From an optimization exercise on the open Yosys and OpenROAD flow, aimed at small area; shortcuts taken in it are not production practice.
In this exercise RTL edits were held to simulation tests only and were not proved equivalent to the original.
No activity file was given, so power comes from the tool's default toggle rates.

`flow/flow/run.sh`:
```
#!/bin/bash
# Own layout flow: the standard flow, except that synthesis maps the logic
# with an area-oriented ABC script (flow/area.abc) instead of ORFS's speed script.
# Registers, their names and cell types are those of the standard synthesis.
set -euo pipefail
W=$PWD
# ORFS's synth.tcl with only its ABC call changed to run flow/area.abc
sed 's#^\(\s*\)log_cmd abc {\*}\$abc_args#\1log_cmd abc -script '"$W"'/flow/area.abc {*}[lrange $abc_args 2 end]#' \
  "$FLOW_HOME/scripts/synth.tcl" > "$W/synth_area.tcl"
grep -q 'flow/area.abc' "$W/synth_area.tcl"
sed "s#\$::env(SCRIPTS_DIR)/synth.tcl#$W/synth_area.tcl#" synth_recipe.tcl > "$W/synth_top.tcl"
grep -q 'synth_area.tcl' "$W/synth_top.tcl"
sed "s#SYNTH_SCRIPT=[^ ]*#SYNTH_SCRIPT=$W/synth_top.tcl#" standard.sh > "$W/synth_only.sh"
grep -q 'synth_top.tcl' "$W/synth_only.sh"
bash "$W/synth_only.sh" synth > "$W/synth.log" 2>&1
bash standard.sh finish > "$W/layout.log" 2>&1
```
`flow/flow/area.abc`:
```
strash
&get -n
&deepsyn -T 60
&put
dch -f
amap
topo
```
`flow/standard.sh`:
```
#!/bin/bash
# synth_recipe.tcl (not shown) runs the flow's synth.tcl, then flattens the netlist and writes it again
# the make line also repeats each setting of config.mk as NAME=value (left out here)
make -C /OpenROAD-flow-scripts/flow DESIGN_CONFIG=/design/flow/config.mk WORK_HOME=/design/flow/orfs CLKGATE_MAP_FILE= SYNTH_SCRIPT=/design/flow/synth_recipe.tcl "${@:-finish}"
```
`flow/config.mk`:
```
export PLATFORM = sky130hd
export DESIGN_NAME = VGATOP
export DESIGN_NICKNAME = VGATOP
export VERILOG_FILES = /design/flow/design.v
export SDC_FILE = /design/flow/constraint.sdc
export NUM_CORES = 4
export LEC_CHECK = 0
export CAP_MARGIN = 20
export CORE_MARGIN = 2
export CORE_UTILIZATION = 40
export SLEW_MARGIN = 20
```
`flow/constraint.sdc`:
```
create_clock -name core_clock -period 10.0 [get_ports {clk}]
set_input_delay 2.0000 -clock core_clock [delete_from_list [all_inputs] [get_ports {clk}]]
set_output_delay 2.0000 -clock core_clock [all_outputs]
set_load 0.01 [all_outputs]
```
`flow/design.v`:
```
module ROM_DIGIT(input wire [3:0] nib, input wire [3:0] row, output reg [7:0] data);
always @* begin
  case ({nib, row})
    8'h01: data = 8'b00111100;
    8'h02: data = 8'b01000010;
    8'h03: data = 8'b01000010;
    8'h04: data = 8'b01000010;
    8'h05: data = 8'b01000010;
    8'h06: data = 8'b01000010;
    8'h07: data = 8'b01000010;
    8'h08: data = 8'b01000010;
    8'h09: data = 8'b01000010;
    8'h0a: data = 8'b01000010;
    8'h0b: data = 8'b01000010;
    8'h0c: data = 8'b01000010;
    8'h0d: data = 8'b00111100;
    8'h11: data = 8'b00010000;
    8'h12: data = 8'b00010000;
    8'h13: data = 8'b00010000;
    8'h14: data = 8'b00010000;
    8'h15: data = 8'b00010000;
    8'h16: data = 8'b00010000;
    8'h18: data = 8'b00010000;
    8'h19: data = 8'b00010000;
    8'h1a: data = 8'b00010000;
    8'h1b: data = 8'b00010000;
    8'h1c: data = 8'b00010000;
    8'h1d: data = 8'b00010000;
    8'h21: data = 8'b01111100;
    8'h22: data = 8'b00000010;
    8'h23: data = 8'b00000010;
    8'h24: data = 8'b00000010;
    8'h25: data = 8'b00000010;
    8'h26: data = 8'b00000010;
    8'h27: data = 8'b00111100;
    8'h28: data = 8'b01000000;
    8'h29: data = 8'b01000000;
    8'h2a: data = 8'b01000000;
    8'h2b: data = 8'b01000000;
    8'h2c: data = 8'b01000000;
    8'h2d: data = 8'b00111110;
    8'h31: data = 8'b01111100;
    8'h32: data = 8'b00000010;
    8'h33: data = 8'b00000010;
    8'h34: data = 8'b00000010;
    8'h35: data = 8'b00000010;
    8'h36: data = 8'b00000010;
    8'h37: data = 8'b01111100;
    8'h38: data = 8'b00000010;
    8'h39: data = 8'b00000010;
    8'h3a: data = 8'b00000010;
    8'h3b: data = 8'b00000010;
    8'h3c: data = 8'b00000010;
    8'h3d: data = 8'b01111100;
    8'h41: data = 8'b01000010;
    8'h42: data = 8'b01000010;
    8'h43: data = 8'b01000010;
    8'h44: data = 8'b01000010;
    8'h45: data = 8'b01000010;
    8'h46: data = 8'b01000010;
    8'h47: data = 8'b00111100;
    8'h48: data = 8'b00000010;
    8'h49: data = 8'b00000010;
    8'h4a: data = 8'b00000010;
    8'h4b: data = 8'b00000010;
    8'h4c: data = 8'b00000010;
    8'h4d: data = 8'b00000010;
    8'h51: data = 8'b00111110;
    8'h52: data = 8'b01000000;
    8'h53: data = 8'b01000000;
    8'h54: data = 8'b01000000;
    8'h55: data = 8'b01000000;
    8'h56: data = 8'b01000000;
    8'h57: data = 8'b00111100;
    8'h58: data = 8'b00000010;
    8'h59: data = 8'b00000010;
    8'h5a: data = 8'b00000010;
    8'h5b: data = 8'b00000010;
    8'h5c: data = 8'b00000010;
    8'h5d: data = 8'b01111100;
    8'h61: data = 8'b00111110;
    8'h62: data = 8'b01000000;
    8'h63: data = 8'b01000000;
    8'h64: data = 8'b01000000;
    8'h65: data = 8'b01000000;
    8'h66: data = 8'b01000000;
    8'h67: data = 8'b00111100;
    8'h68: data = 8'b01000010;
    8'h69: data = 8'b01000010;
    8'h6a: data = 8'b01000010;
    8'h6b: data = 8'b01000010;
    8'h6c: data = 8'b01000010;
    8'h6d: data = 8'b00111100;
    8'h71: data = 8'b01111100;
    8'h72: data = 8'b00000010;
    8'h73: data = 8'b00000010;
    8'h74: data = 8'b00000010;
    8'h75: data = 8'b00000010;
    8'h76: data = 8'b00000010;
    8'h77: data = 8'b00000010;
    8'h78: data = 8'b00000010;
    8'h79: data = 8'b00000010;
    8'h7a: data = 8'b00000010;
    8'h7b: data = 8'b00000010;
    8'h7c: data = 8'b00000010;
    8'h7d: data = 8'b00000010;
    8'h81: data = 8'b00111100;
    8'h82: data = 8'b01000010;
    8'h83: data = 8'b01000010;
    8'h84: data = 8'b01000010;
    8'h85: data = 8'b01000010;
    8'h86: data = 8'b01000010;
    8'h87: data = 8'b00111100;
    8'h88: data = 8'b01000010;
    8'h89: data = 8'b01000010;
    8'h8a: data = 8'b01000010;
    8'h8b: data = 8'b01000010;
    8'h8c: data = 8'b01000010;
    8'h8d: data = 8'b00111100;
    8'h91: data = 8'b00111100;
    8'h92: data = 8'b01000010;
    8'h93: data = 8'b01000010;
    8'h94: data = 8'b01000010;
    8'h95: data = 8'b01000010;
    8'h96: data = 8'b01000010;
    8'h97: data = 8'b00111100;
    8'h98: data = 8'b00000010;
    8'h99: data = 8'b00000010;
    8'h9a: data = 8'b00000010;
    8'h9b: data = 8'b00000010;
    8'h9c: data = 8'b00000010;
    8'h9d: data = 8'b00000010;
    default: data = 8'b00000000;
  endcase
end
endmodule
module ROM_GLYPH(input wire [3:0] code, input wire [3:0] row, output reg [7:0] data);
always @* begin
  case ({code, row})
    8'h01: data = 8'b00111110;
    8'h02: data = 8'b01000000;
    8'h03: data = 8'b01000000;
    8'h04: data = 8'b01000000;
    8'h05: data = 8'b01000000;
    8'h06: data = 8'b01000000;
    8'h07: data = 8'b00111110;
    8'h08: data = 8'b01000000;
    8'h09: data = 8'b01000000;
    8'h0a: data = 8'b01000000;
    8'h0b: data = 8'b01000000;
    8'h0c: data = 8'b01000000;
    8'h0d: data = 8'b01000000;
    8'h11: data = 8'b00111110;
    8'h12: data = 8'b01000000;
    8'h13: data = 8'b01000000;
    8'h14: data = 8'b01000000;
    8'h15: data = 8'b01000000;
    8'h16: data = 8'b01000000;
    8'h17: data = 8'b00111110;
    8'h18: data = 8'b01000000;
    8'h19: data = 8'b01000000;
    8'h1a: data = 8'b01000000;
    8'h1b: data = 8'b01000000;
    8'h1c: data = 8'b01000000;
    8'h1d: data = 8'b00111110;
    8'h21: data = 8'b00111110;
    8'h22: data = 8'b01000000;
    8'h23: data = 8'b01000000;
    8'h24: data = 8'b01000000;
    8'h25: data = 8'b01000000;
    8'h26: data = 8'b01000000;
    8'h27: data = 8'b01000000;
    8'h28: data = 8'b01000000;
    8'h29: data = 8'b01000000;
    8'h2a: data = 8'b01000000;
    8'h2b: data = 8'b01000000;
    8'h2c: data = 8'b01000000;
    8'h2d: data = 8'b00111110;
    8'h31: data = 8'b01000010;
    8'h32: data = 8'b01000010;
    8'h33: data = 8'b01000010;
    8'h34: data = 8'b01000010;
    8'h35: data = 8'b01000010;
    8'h36: data = 8'b01000010;
    8'h37: data = 8'b00111100;
    8'h38: data = 8'b01000010;
    8'h39: data = 8'b01000010;
    8'h3a: data = 8'b01000010;
    8'h3b: data = 8'b01000010;
    8'h3c: data = 8'b01000010;
    8'h3d: data = 8'b01000010;
    8'h41: data = 8'b00111100;
    8'h42: data = 8'b01000010;
    8'h43: data = 8'b01000010;
    8'h44: data = 8'b01000010;
    8'h45: data = 8'b01000010;
    8'h46: data = 8'b01000010;
    8'h47: data = 8'b01111110;
    8'h48: data = 8'b01000010;
    8'h49: data = 8'b01000010;
    8'h4a: data = 8'b01000010;
    8'h4b: data = 8'b01000010;
    8'h4c: data = 8'b01000010;
    8'h4d: data = 8'b01000010;
    8'h51: data = 8'b01111110;
    8'h52: data = 8'b00010000;
    8'h53: data = 8'b00010000;
    8'h54: data = 8'b00010000;
    8'h55: data = 8'b00010000;
    8'h56: data = 8'b00010000;
    8'h57: data = 8'b00010000;
    8'h58: data = 8'b00010000;
    8'h59: data = 8'b00010000;
    8'h5a: data = 8'b00010000;
    8'h5b: data = 8'b00010000;
    8'h5c: data = 8'b00010000;
    8'h5d: data = 8'b00010000;
    8'h61: data = 8'b01111110;
    8'h62: data = 8'b00010000;
    8'h63: data = 8'b00010000;
    8'h64: data = 8'b00010000;
    8'h65: data = 8'b00010000;
    8'h66: data = 8'b00010000;
    8'h67: data = 8'b00010000;
    8'h68: data = 8'b00010000;
    8'h69: data = 8'b00010000;
    8'h6a: data = 8'b00010000;
    8'h6b: data = 8'b00010000;
    8'h6c: data = 8'b00010000;
    8'h6d: data = 8'b01111110;
    8'h71: data = 8'b00111100;
    8'h72: data = 8'b01000010;
    8'h73: data = 8'b01000010;
    8'h74: data = 8'b01000010;
    8'h75: data = 8'b01000010;
    8'h76: data = 8'b01000010;
    8'h77: data = 8'b00111100;
    8'h78: data = 8'b01001100;
    8'h79: data = 8'b01000110;
    8'h7a: data = 8'b01000010;
    8'h7b: data = 8'b01000010;
    8'h7c: data = 8'b01000010;
    8'h7d: data = 8'b01000010;
    8'h81: data = 8'b01111110;
    8'h82: data = 8'b01000010;
    8'h83: data = 8'b01000010;
    8'h84: data = 8'b01000010;
    8'h85: data = 8'b01000010;
    8'h86: data = 8'b01000010;
    8'h87: data = 8'b01000010;
    8'h88: data = 8'b01000010;
    8'h89: data = 8'b01000010;
    8'h8a: data = 8'b01000010;
    8'h8b: data = 8'b01000010;
    8'h8c: data = 8'b01000010;
    8'h8d: data = 8'b01111110;
    8'h91: data = 8'b01000010;
    8'h92: data = 8'b01100110;
    8'h93: data = 8'b01011010;
    8'h94: data = 8'b01011010;
    8'h95: data = 8'b01000010;
    8'h96: data = 8'b01000010;
    8'h97: data = 8'b01000010;
    8'h98: data = 8'b01000010;
    8'h99: data = 8'b01000010;
    8'h9a: data = 8'b01000010;
    8'h9b: data = 8'b01000010;
    8'h9c: data = 8'b01000010;
    8'h9d: data = 8'b01000010;
    8'ha5: data = 8'b00110000;
    8'hab: data = 8'b00110000;
    8'hb0: data = 8'b00000100;
    8'hb1: data = 8'b00000100;
    8'hb2: data = 8'b00001100;
    8'hb3: data = 8'b00001000;
    8'hb4: data = 8'b00001000;
    8'hb5: data = 8'b00011000;
    8'hb6: data = 8'b00010000;
    8'hb7: data = 8'b00010000;
    8'hb8: data = 8'b00110000;
    8'hb9: data = 8'b00100000;
    8'hba: data = 8'b00100000;
    8'hbb: data = 8'b01100000;
    8'hbc: data = 8'b01100000;
    8'hbd: data = 8'b01000000;
    8'hbe: data = 8'b01000000;
    8'hbf: data = 8'b01000000;
    8'hc5: data = 8'b10010010;
    8'hc6: data = 8'b10010010;
    8'hc7: data = 8'b10010010;
    8'hc9: data = 8'b10010010;
    8'hd4: data = 8'b00111000;
    8'hd5: data = 8'b01111100;
    8'hd6: data = 8'b11111110;
    8'hd7: data = 8'b11111110;
    8'hd8: data = 8'b11111110;
    8'hd9: data = 8'b01111100;
    8'hda: data = 8'b00111000;
    default: data = 8'b00000000;
  endcase
end
endmodule
module SQUARE(
	input [9:0] pix_y, pix_x,
	input wire video_on,
	output reg [3:0] code
);
function ge10;    
	input [9:0] v;
	input [9:0] k;
	integer i;
	reg gt, eq;
	begin
		gt = 1'b0; eq = 1'b1;
		for (i = 9; i >= 0; i = i - 1) begin
			gt = gt | (eq & v[i] & ~k[i]);
			eq = eq & ~(v[i] ^ k[i]);
		end
		ge10 = gt | eq;
	end
endfunction
function inr;
	input [9:0] v;
	input [9:0] lo, hi;
	inr = ge10(v, lo) & ge10(hi, v);
endfunction
function frame;
	input [9:0] x, y;
	input [9:0] x0, x1, y0, y1;    
	input [9:0] x2, x3, y2, y3;    
	frame = inr(x, x0, x1) && inr(y, y0, y1) && !(inr(x, x2, x3) && inr(y, y2, y3));
endfunction
wire [9:0] x = pix_x, y = pix_y;
wire big = frame(x, y, 169, 534,  40, 150, 174, 529,  45, 145) |
           frame(x, y, 140, 568, 175, 275, 145, 563, 180, 270) |
           frame(x, y, 169, 534, 298, 410, 174, 529, 303, 405);
wire mid = frame(x, y, 179, 268,  54, 137, 183, 264,  58, 133) |
           frame(x, y, 307, 396,  54, 137, 311, 392,  58, 133) |
           frame(x, y, 435, 523,  54, 137, 439, 520,  58, 133) |
           frame(x, y, 150, 235, 182, 265, 154, 231, 186, 261) |
           frame(x, y, 307, 392, 182, 265, 311, 388, 186, 261) |
           frame(x, y, 469, 555, 182, 265, 473, 551, 186, 261) |
           frame(x, y, 179, 268, 310, 393, 183, 264, 314, 389) |
           frame(x, y, 307, 396, 310, 393, 311, 392, 314, 389) |
           frame(x, y, 435, 523, 310, 393, 439, 520, 314, 389);
wire outer = frame(x, y, 28, 550,  30, 157, 31, 547,  33, 154) |
             frame(x, y, 28, 580, 165, 285, 31, 577, 168, 282) |
             frame(x, y, 28, 547, 290, 420, 31, 544, 293, 417);
always @*
	if (!video_on)  code = 4'b1111;
	else if (big)   code = 4'b0011;
	else if (mid)   code = 4'b0010;
	else if (outer) code = 4'b0110;
	else            code = 4'b0000;
endmodule
`timescale 1ns / 1ps
module VGATOP(
	input wire clk,reset,
	input activar_alarma,
	output wire hsync, vsync,
	output wire [11:0] rgb,
	input [7:0] hour_in1,
	input programar_on,
	input [3:0] direccion_actual_pantalla
);
function ge10;    
	input [9:0] v;
	input [9:0] k;
	integer i;
	reg gt, eq;
	begin
		gt = 1'b0; eq = 1'b1;
		for (i = 9; i >= 0; i = i - 1) begin
			gt = gt | (eq & v[i] & ~k[i]);
			eq = eq & ~(v[i] ^ k[i]);
		end
		ge10 = gt | eq;
	end
endfunction
function inr;
	input [9:0] v;
	input [9:0] lo, hi;
	inr = ge10(v, lo) & ge10(hi, v);
endfunction
reg [1:0] m;
reg [9:0] x, y;
wire hend = (x == 10'd799);
wire vend = (y == 10'd521);
reg hs_q, vs_q;
always @(posedge clk)
	if (reset) begin
		m <= 2'd0; x <= 10'd0; y <= 10'd0;
		hs_q <= 1'b0; vs_q <= 1'b0;
	end else begin
		m <= m + 2'd1;
		if (m == 2'd3) begin
			x <= hend ? 10'd0 : x + 10'd1;
			if (hend) y <= vend ? 10'd0 : y + 10'd1;
		end
		hs_q <= inr(x, 656, 751);
		vs_q <= inr(y, 510, 511);
	end
assign hsync = ~hs_q;
assign vsync = ~vs_q;
wire video = ~ge10(x, 640) & ~ge10(y, 480);
wire rowH = inr(y, 64, 127);
wire rowF = inr(y, 192, 255);
wire rowT = inr(y, 320, 383);
wire colHT = inr(x, 192, 255) | inr(x, 320, 383) | inr(x, 448, 511);
wire colF  = inr(x, 160, 223) | inr(x, 320, 383) | inr(x, 480, 543);
wire dig_on = ((rowH | rowT) & colHT) | (rowF & colF);
wire hi = rowF ? (x[5] ^ inr(x, 320, 383)) : ~x[5];
wire [3:0] nib = hi ? hour_in1[7:4] : hour_in1[3:0];
wire [7:0] dig_row;
ROM_DIGIT fdig(.nib(nib), .row(y[5:2]), .data(dig_row));
reg pb;
always @(posedge clk)
	pb <= dig_on & dig_row[~x[4:2]];
wire [1:0] rowc = rowH ? 2'd1 : rowF ? 2'd2 : 2'd3;
wire [1:0] pair = ~ge10(x, 288) ? 2'd0 : ~ge10(x, 416) ? 2'd1 : 2'd2;
wire [3:0] idx = {2'b00, pair} + (rowH ? 4'd0 : rowF ? 4'd3 : 4'd6);
wire red = programar_on & (direccion_actual_pantalla == idx);
reg pprog;
reg [2:0] e;
always @(posedge clk)
	if (reset) begin
		pprog <= 1'b1;
		e <= 3'b100;
	end else begin
		pprog <= programar_on;
		if (programar_on == pprog)
			e <= pb ? {red, rowc} : 3'b000;
	end
wire on_ring = inr(x, 608, 623) & rowT;
wire bola    = inr(x, 576, 607) & rowT;
reg okr, rs, en_r;
wire act = okr & activar_alarma;
always @(posedge clk)
	if (reset) begin
		okr <= 1'b0;
		rs <= 1'b0;
	end else begin
		if (on_ring | bola) okr <= 1'b1;
		if (act) rs <= on_ring ? 1'b0 : bola ? 1'b1 : ~rs;
	end
always @(posedge clk)
	if (m == 2'd0)
		en_r <= act & (rs ? bola : on_ring);
wire [7:0] ring_row;
ROM_GLYPH fring(.code(on_ring ? 4'd12 : 4'd13), .row(y[5:2]), .data(ring_row));
wire ring_bit = on_ring ? ring_row[~x[3:1]] : ring_row[~x[4:2]];
wire yw1 = inr(y, 64, 95);
wire yw2 = inr(y, 192, 223);
wire yw3 = inr(y, 320, 351);
reg [3:0] tcode;
always @* begin
	tcode = 4'd15;
	case (x[9:4])
		6'd3: if (yw2) tcode = 4'd0;                                    
		6'd4: if (yw1) tcode = 4'd3; else if (yw2) tcode = 4'd1; else if (yw3) tcode = 4'd5;  
		6'd5: if (yw1) tcode = 4'd8; else if (yw2) tcode = 4'd2; else if (yw3) tcode = 4'd6;  
		6'd6: if (yw1) tcode = 4'd7; else if (yw2) tcode = 4'd3; else if (yw3) tcode = 4'd9;  
		6'd7: if (yw1 | yw2) tcode = 4'd4; else if (yw3) tcode = 4'd1;    
		6'd8: if (yw3) tcode = 4'd7;                                    
		default: tcode = 4'd15;
	endcase
end
wire [7:0] txt_row;
ROM_GLYPH ftxt(.code(tcode), .row(y[4:1]), .data(txt_row));
wire txt_bit = txt_row[~x[3:1]];
wire rueda = (inr(x, 280, 287) | inr(x, 416, 423)) & (rowH | rowT);
wire barra = (inr(x, 416, 423) | inr(x, 256, 263)) & rowF;
wire [7:0] sym_row;
ROM_GLYPH fsym(.code(barra ? 4'd11 : 4'd10), .row(y[5:2]), .data(sym_row));
wire sym_bit = (rueda | barra) & sym_row[~x[2:0]];
wire [3:0] sq;
SQUARE fr(.pix_x(x), .pix_y(y), .video_on(video), .code(sq));
wire v_n = (~ge10(x, 639) & ~ge10(y, 480)) | (hend & (~ge10(y, 479) | vend));
wire digsel_n = ((rowH | rowT) & (inr(x, 191, 254) | inr(x, 319, 382) | inr(x, 447, 510))) |
                (rowF & (inr(x, 159, 222) | inr(x, 319, 382) | inr(x, 479, 542)));
wire word_n = (inr(y, 64, 95) & inr(x, 63, 126)) | (inr(y, 192, 223) & inr(x, 47, 126)) |
              (inr(y, 320, 351) & inr(x, 63, 142));
wire sym_n = ((inr(x, 415, 422) | inr(x, 255, 262)) & rowF) |
             ((inr(x, 279, 286) | inr(x, 415, 422)) & (rowH | rowT));
wire ring_n = inr(x, 575, 622) & rowT;
reg [3:0] dig_c;
always @*
	if (dig_on && e[1:0] != 2'd0 && e[1:0] == rowc)
		dig_c = e[2] ? 4'b1000 : 4'b0111;
	else if (dig_on && e == 3'b100)
		dig_c = 4'b1111;
	else
		dig_c = 4'b0000;
reg [3:0] s_n;
always @*
	if (!v_n)                 s_n = 4'b0000;
	else if (digsel_n)        s_n = dig_c;
	else if (word_n)          s_n = (tcode != 4'd15 && txt_bit) ? 4'b1111 : 4'b0000;
	else if (sym_n)           s_n = sym_bit ? 4'b0111 : 4'b0000;
	else if (ring_n)          s_n = (en_r && ring_bit) ? 4'b1000 : 4'b0000;
	else                      s_n = sq;
reg [3:0] nxt, cur;
always @(posedge clk)
	if (reset) begin
		nxt <= 4'd0;
		cur <= 4'd0;
	end else begin
		if (m == 2'd3) nxt <= s_n;
		if (m == 2'd2) cur <= nxt;
	end
wire g = cur[2] & cur[0];
assign rgb = {cur[3], cur[3], cur[3], cur[3], g, cur[2], g, g, cur[1], cur[0], cur[0], cur[1]};
endmodule
```
==> summary.txt <==
## layout by cell type (no fill, tap or decap), types with 2 or more instances in the layout
master           instances
a31o_1                   3
o21a_1                   7
o2111ai_1                2
buf_4                    3
clkbuf_8                 7
a211oi_1                11
o31ai_1                  3
or3_1                    4
nor2_1                 128
clkinv_1                93
or4_1                    2
a311oi_1                 4
nor3_1                  20
o32a_1                   4
o221ai_1                 8
clkdlybuf4s50_1         29
nor4_1                  13
a21o_1                   2
o22ai_1                 18
o211ai_1                 3
nand3_1                  9
nor3b_1                  2
or2_0                    2
dfxtp_1                 39
o32ai_1                  5
a221oi_1                10
a22oi_1                  4
nor2b_1                  3
ha_1                    16
nand2_1                 49
o311a_1                  3
a2111oi_0                4
a21oi_1                 27
o21ai_0                 32
a31oi_1                 13
## power groups by stage
stage / registers (W) / clock network (W) / logic (W)
floorplan: 0.000166 / 0 / 0.0000144
global placement: 0.000167 / 0 / 0.0000264
detailed placement: 0.000167 / 0 / 0.0000271
CTS: 0.000163 / 0.000145 / 0.0000273
global route: 0.000163 / 0.000153 / 0.0000300
finish: 0.000163 / 0.000143 / 0.0000274
## worst reg2reg max path, stage by stage (launching register included)
cell	delay [ns]
dfxtp_1	0.70
clkinv_1	0.53
o21ai_0	0.40
nand2_1	0.08
o21ai_0	0.23
clkinv_1	0.29
o22ai_1	0.44
clkinv_1	0.33
nor2_1	0.21
nor2_1	0.06
a2111oi_0	0.43
nor3_1	0.13
a211oi_1	0.27
o21a_1	0.16
## cell type report
cell class	instances	area, um2
Fill cell	921	4604
Multi-Input combinational cell	422	2387
Sequential cell	40	810.8
Inverter	93	349.1
Timing Repair Buffer	32	312.8
Tap cell	108	135.1
Clock buffer	8	121.4
## logic make-up (layout without fill, tap and decap cells)
logic type | after synthesis | count (layout) | share of synthesized area
simple gates | 233 | 233 | 0.2726
compound gates | 171 | 171 | 0.3257
buf+inv | 101 | 133 | 0.1134
flops | 40 | 40 | 0.2248
fa+ha+maj | 17 | 17 | 0.06105
xor+xnor | 1 | 1 | 0.002428
## flip-flops by register name, summed over array words and instances (netlist names)
register  cells
y            10
m             2
e             3
cur           4
okr           1
rs            1
nxt           4
x            10
hs_q          1
vs_q          1
pprog         1
pb            1
en_r          1
## worst min-delay path by stage
stage / from / to / slack (ns) / depth (start not counted)
after CTS: m[0]$_SDFF_PP0_ / m[0]$_SDFF_PP0_ / 0.46 / 1
after global routing: m[0]$_SDFF_PP0_ / m[0]$_SDFF_PP0_ / 0.48 / 1
final: m[0]$_SDFF_PP0_ / m[0]$_SDFF_PP0_ / 0.46 / 1
after floorplan: m[0]$_SDFF_PP0_ / m[0]$_SDFF_PP0_ / 0.42 / 1
after detailed placement: m[0]$_SDFF_PP0_ / m[0]$_SDFF_PP0_ / 0.44 / 1
after global placement: m[0]$_SDFF_PP0_ / m[0]$_SDFF_PP0_ / 0.43 / 1
## layer usage
metal / vias to the layer above / track usage / routed length [um]
met3: 37 / 0.03972 / 1094
met2: 243 / 0.4595 / 6350
met4: 0 / 0.08851 / 377
met5: - / 0 / 0
met1: 2063 / 0.4119 / 6399
li1: 2079 / - / -
## metrics by stage
stage	instance area, um2	setup WS, ns	total power (W)	hold WS [ns]	cells
4_1_cts	4116	5.815	0.0003357	0.4638	703
3_5_place_dp	3995	5.581	0.0001941	0.4435	695
6_report	4116	5.690	0.0003339	0.4585	703
2_1_floorplan	3607	6.319	0.0001808	0.4212	563
5_1_grt	4116	5.239	0.0003463	0.4775	703
3_3_place_gp	3995	5.663	0.0001933	0.4334	695
==> flow_summary.yaml <==
status:
  run_status: "timing/DRC/antenna clean"
power:
  seqPwrFrac: 0.489
  p_per_area_nw_per_um2: 81.12
  combinationalPowerShare: 0.082
  switchingPower_w: 0.00008233
  sw_frac_of_total: 0.2465
  clkPwrFrac: 0.429
  peakVddDrop_v: 0.00004336
  p_leak_nw: 1.346
  internal_power_w: 0.0002516
critical_path:
  cp_num_buf_inv: 3
  crit_start: "y[7]$_SDFFE_PP0P_"
  worst_ep_arrival_time_ns: 4.56
  cp_num_cells: 13
  end_kind: "flop"
  critPathRequiredTime_ns: 10.25
  reg2reg_setup_slack_ns: 5.69
  crit_top_cell: "clkinv_1"
  crit_path_end: "pb$_DFF_P_"
  crit_path_top_delay_cell: "dfxtp_1"
  r2r_start: "y[7]$_SDFFE_PP0P_"
  cp-start-kind: "flop"
  path_delay_family: "compound AO/OA/AOI/OAI gates"
  worstSetupPathType: "flop to flop"
  rr_endpoint: "pb$_DFF_P_"
  path_cells: "clkinv_1 > o21ai_0 > nand2_1 > o21ai_0 > clkinv_1 > o22ai_1 > clkinv_1 > nor2_1 > nor2_1 > a2111oi_0 > nor3_1 > a211oi_1 > o21a_1"
  cp_max_fo: 12
  worst_r2r_path_depth: 13
  crit_path_max_incr_delay_ns: 0.70
cts:
  cts_resized: 0
  clk_pin_slew_ns: 0.09
  cts_buffer_depth: 2
  cts_tree: "done"
  cts_made_buffers: 5
  hold_buffers: 0
  clk_latency_ns: 0.30
  cts_sinks: 40
  htreeDepth: 2
  post_cts_buffers: 0
  cts-root-buf: "clkbuf_8"
sta:
  fin_skew_ns: 0.007566
  final_hold_viol_count: 0
  slew_headroom: 0.5386
  maxSlewViolCount: 0
  period_share: 0.4310
  setup_violations: 0
  setup_tns_ns: 0
  tightest_slew_ns: 0.6911
  final.min_clock_period_ns: 4.310
  rsz0062_at_grt: "false"
  max_freq_mhz: 232.0
floorplanning:
  die_h_um: 98.97
  die_w_um: 98.97
  pin_count: 30
  rows: 34
  dieArea_um2: 9794
  start_util: 0.4136
  coreArea_um2: 8721
job:
  maxCapViolCount: 0
synthesis:
  syn-cell-area_um2: 3607
  yosysMostFrequentCell: "nor2_1"
  synth_area_leaders: "dfxtp_1, nor2_1, clkinv_1"
  async_flop_share: 0
  synth_edf_count: 1
  netlist.area_leader.share: 0.2164
  synth_area_per_cell_um2: 6.407
  postSynthCellCount: 563
  yosysTopAreaCell: "dfxtp_1"
  ys_ff_latch: 40
  yosysWarnings: 4
  yosysUniqueCellTypes: 45
  synth_commonest_cells: "nor2_1, clkinv_1, nand2_1"
  yosysSeqAreaShare: 0.2248
  synthesis.nets: 596
  synth_ff_type: "dfxtp_1"
layout:
  syn2layout_area_growth_pct: 14.12
  fin_util: 0.4720
  layout.nets: 627
  n_antenna_cell: 0
  drive_gt1_frac: 0.01849
routing:
  ant_nets: 0
  drc_errors: 0
  drt_iter0_markers: 425
  wl_per_cell_um: 20.23
  routed_wl_um: 14220
  viasPerCell: 6.290
  vias: 4422
  drt-pass1-iter-count: 5
global_routing:
  grt_max_degree: 20
  grtUsageTotal: 0.2911
  grt_first_pass_wirelength_um: 22550
  grt_antenna_before_repair: 0
  grt_pass1_vias: 4099
  grt_overflow: 0
placed_design:
  numPortBuffers: 29
  dp_hpwl_um: 11170
  place_congestion: 1.013
worst_hold_path:
  holdCritPathClass: "flop to flop"

[separate check: timing with driven ports]
How much do the figures lean on ideal ports? The routed layout below was timed once more, with nothing changed but the port constraints. Step 1: set_driving_cell puts a clkbuf_16 on clk and a buf_2 on each other input, an assumption about the parent block. Step 2 adds t to the input delays and takes it off the output delays; t is the mean of the earliest and latest rising clock arrival at the registers after step 1. Input paths then give back, and output paths get back, about the clock's delay inside the block. a / b / c = no drivers / after step 1 / after step 2; a / b = the first two.
t, ns: 0.330
setup WS [ns]: 5.690 / 5.690 / 5.542
cell pins on the clock port's net: 1
After both steps setup and hold are still met in this run. For this run, drivers alone change the setup slack by 0.000 ns; drivers and shift together by -0.148 ns.
